Context: an optimization exercise on an open-source flow, tuned for small area. The choices shown serve that exercise and are no tape-out recipe.
Function was checked by simulation only, so behaviour that the tests miss may differ from the original.

## the baseline
Design MyCPU, start of the top module:
module MyCPU(
  input CLK,
  input RST,
  output [31:0] nextPC,
  output [31:0] currPC,
  input [31:0] InsData,
  output [31:0] IRIns,
  output [5:0] op,
  output [4:0] rs,
  output [4:0] rt,
  output [4:0] rd,
  output [15:0] ID_immediate,
  output RegWre,
  output RegDst,
  output [1:0] J,
  output MEM_Read,
  output MEM_Write,
  output MEMtoReg,
  output ExtSign,
  output [2:0] ALUOp,
  output [31:0] Reg_DataBusA,
  output [31:0] Reg_DataBusB,
  output [4:0] addr,
  output [31:0] extended,
  output [1:0] MEM_Con,
  output [1:0] WB_Con,
  output [2:0] ALUCon,
  output [4:0] ID_EX_Reg_RS,
  output [4:0] ID_EX_Reg_RT,
  output [4:0] ID_EX_Reg_RD,
  output [31:0] ID_EX_Reg_immediate,
  output [31:0] ID_EX_DataBusA,
  output [31:0] ID_EX_DataBusB,
  output [31:0] result,
  output EX_MEM_Write_Con,
  output EX_MEM_Read_Con,
  output [31:0] EX_MEM_ALUOut,
  output EX_MEM_MEMtoReg,
  output EX_MEM_RegWre,
  output [4:0] EX_MEM_Reg_RD,
  output [31:0] rData,
  output WB_RegWre,
  output [31:0] WB_DataBus,
  output [4:0] WB_Reg_RD,
  output stall,
  output [1:0] ForwardA,
  output [1:0] ForwardB,
  output Flash,
  output [1:0] PCSrc
  );
  integer i;
  reg [31:0] pc_q;
  reg [31:0] ir_q;
  assign currPC = pc_q;
  assign IRIns = ir_q;
  always @(posedge CLK) ir_q <= InsData;
  reg [5:0] op_q;
  reg [4:0] rs_q, rt_q;
  reg [15:0] imm_q;
  assign op = op_q;
  assign rs = rs_q;
  assign rt = rt_q;
  assign rd = imm_q[15:11];
  assign ID_immediate = imm_q;
  always @(posedge CLK or negedge RST)
    if (!RST) begin
      op_q <= 6'b0; rs_q <= 5'b0; rt_q <= 5'b0; imm_q <= 16'b0;
    end else if (Flash) begin
      op_q <= 6'b0; rs_q <= 5'b0; rt_q <= 5'b0; imm_q <= 16'b0;
    end else begin
      op_q <= ir_q[31:26]; rs_q <= ir_q[25:21]; rt_q <= ir_q[20:16]; imm_q <= ir_q[15:0];
    end
  wire op_add  = op_q == 6'b000000;
  wire op_addi = op_q == 6'b000001;
  wire op_sub  = op_q == 6'b000010;
  wire op_subi = op_q == 6'b000011;
  wire op_cmp  = op_q == 6'b000100;
  wire op_cmps = op_q == 6'b000101;
  wire op_sl   = op_q == 6'b000110;
  wire op_sr   = op_q == 6'b000111;
  ...
Settings: LEC_CHECK=0, ABC_AREA=1, CAP_MARGIN=20, CORE_MARGIN=2, CORE_UTILIZATION=40, GPL_ROUTABILITY_DRIVEN=1, PLACE_DENSITY=0.45, SLEW_MARGIN=20, SYNTH_HIERARCHICAL=1, SYNTH_MINIMUM_KEEP_SIZE=0; clock period 13.0 ns.
standard.sh (not shown) runs the stock make flow with config.mk's settings and CLKGATE_MAP_FILE= SYNTH_SCRIPT=/design/flow/synth_recipe.tcl, a recipe that flattens the netlist after the stock synthesis.
==> flow/flow/run.sh <==
#!/bin/bash
set -euo pipefail
W=$(pwd)
{
  cat <<EOF
proc abc {args} {
  set i [lsearch -exact \$args -script]
  if {\$i >= 0} { lset args [expr {\$i + 1}] $W/flow/nf.abc }
  yosys abc {*}\$args
}
EOF
  cat synth_recipe.tcl
} > my_synth.tcl
bash standard.sh SYNTH_SCRIPT=$W/my_synth.tcl "BUFFER_PORTS_ARGS=-buffer_cell sky130_fd_sc_hd__buf_1" finish > standard.log 2>&1
==> flow/flow/nf.abc <==
strash
&get -n
&dch
&nf -R 1000
&put
### the baseline -> the candidate
- setting CTS_CLUSTER_SIZE to 24 for the first time
- setting CTS_BUF_LIST to sky130_fd_sc_hd__clkbuf_16 for the first time
- changing CAP_MARGIN from 20 to 10
- setting CTS_CLUSTER_DIAMETER to 100 for the first time
- changing SLEW_MARGIN from 20 to 10
==> summary.txt <==
- The standard cells in the candidate occupy less silicon area than those in the baseline do.
- Wire length of the first global-routing pass of the candidate falls short of that of the baseline slightly.
- The candidate ended up with a higher transition time at the pin with the least slew margin than the baseline did.
- Lower CTS H-tree depth among the candidate and the baseline: the candidate
- When the candidate is set beside the baseline, its clock buffer count in the final layout turns out to be 305 smaller.

## re-timing with driven ports
How much do the figures lean on ideal ports? The routed layouts below were timed once more, with nothing changed but the port constraints.
Step 1, drivers: a clkbuf_16 drives CLK and a buf_2 each remaining input, both assumed.
Step 2 moves the port delays by t, midway between the first and last clock arrival at a register: inputs arrive t later, outputs are due t later. That takes back most of the time a late clock gives input paths.
Slacks: no drivers / after step 1 / after step 2; pairs: no drivers / after step 1.
| run | t (ns) | slack for setup (ns) | latest minus earliest clock arrival (ns) | worst register clock-pin slew, ns |
|---|---|---|---|---|
| the baseline | 1.018 | 0.439 / 0.339 / 1.358 | 0.074 / 0.075 | 0.07 / 0.07 |
| the candidate | 0.918 | 0.483 / 0.380 / 1.298 | 0.065 / 0.064 | 0.11 / 0.11 |
After both steps setup and hold are still met in every run listed.
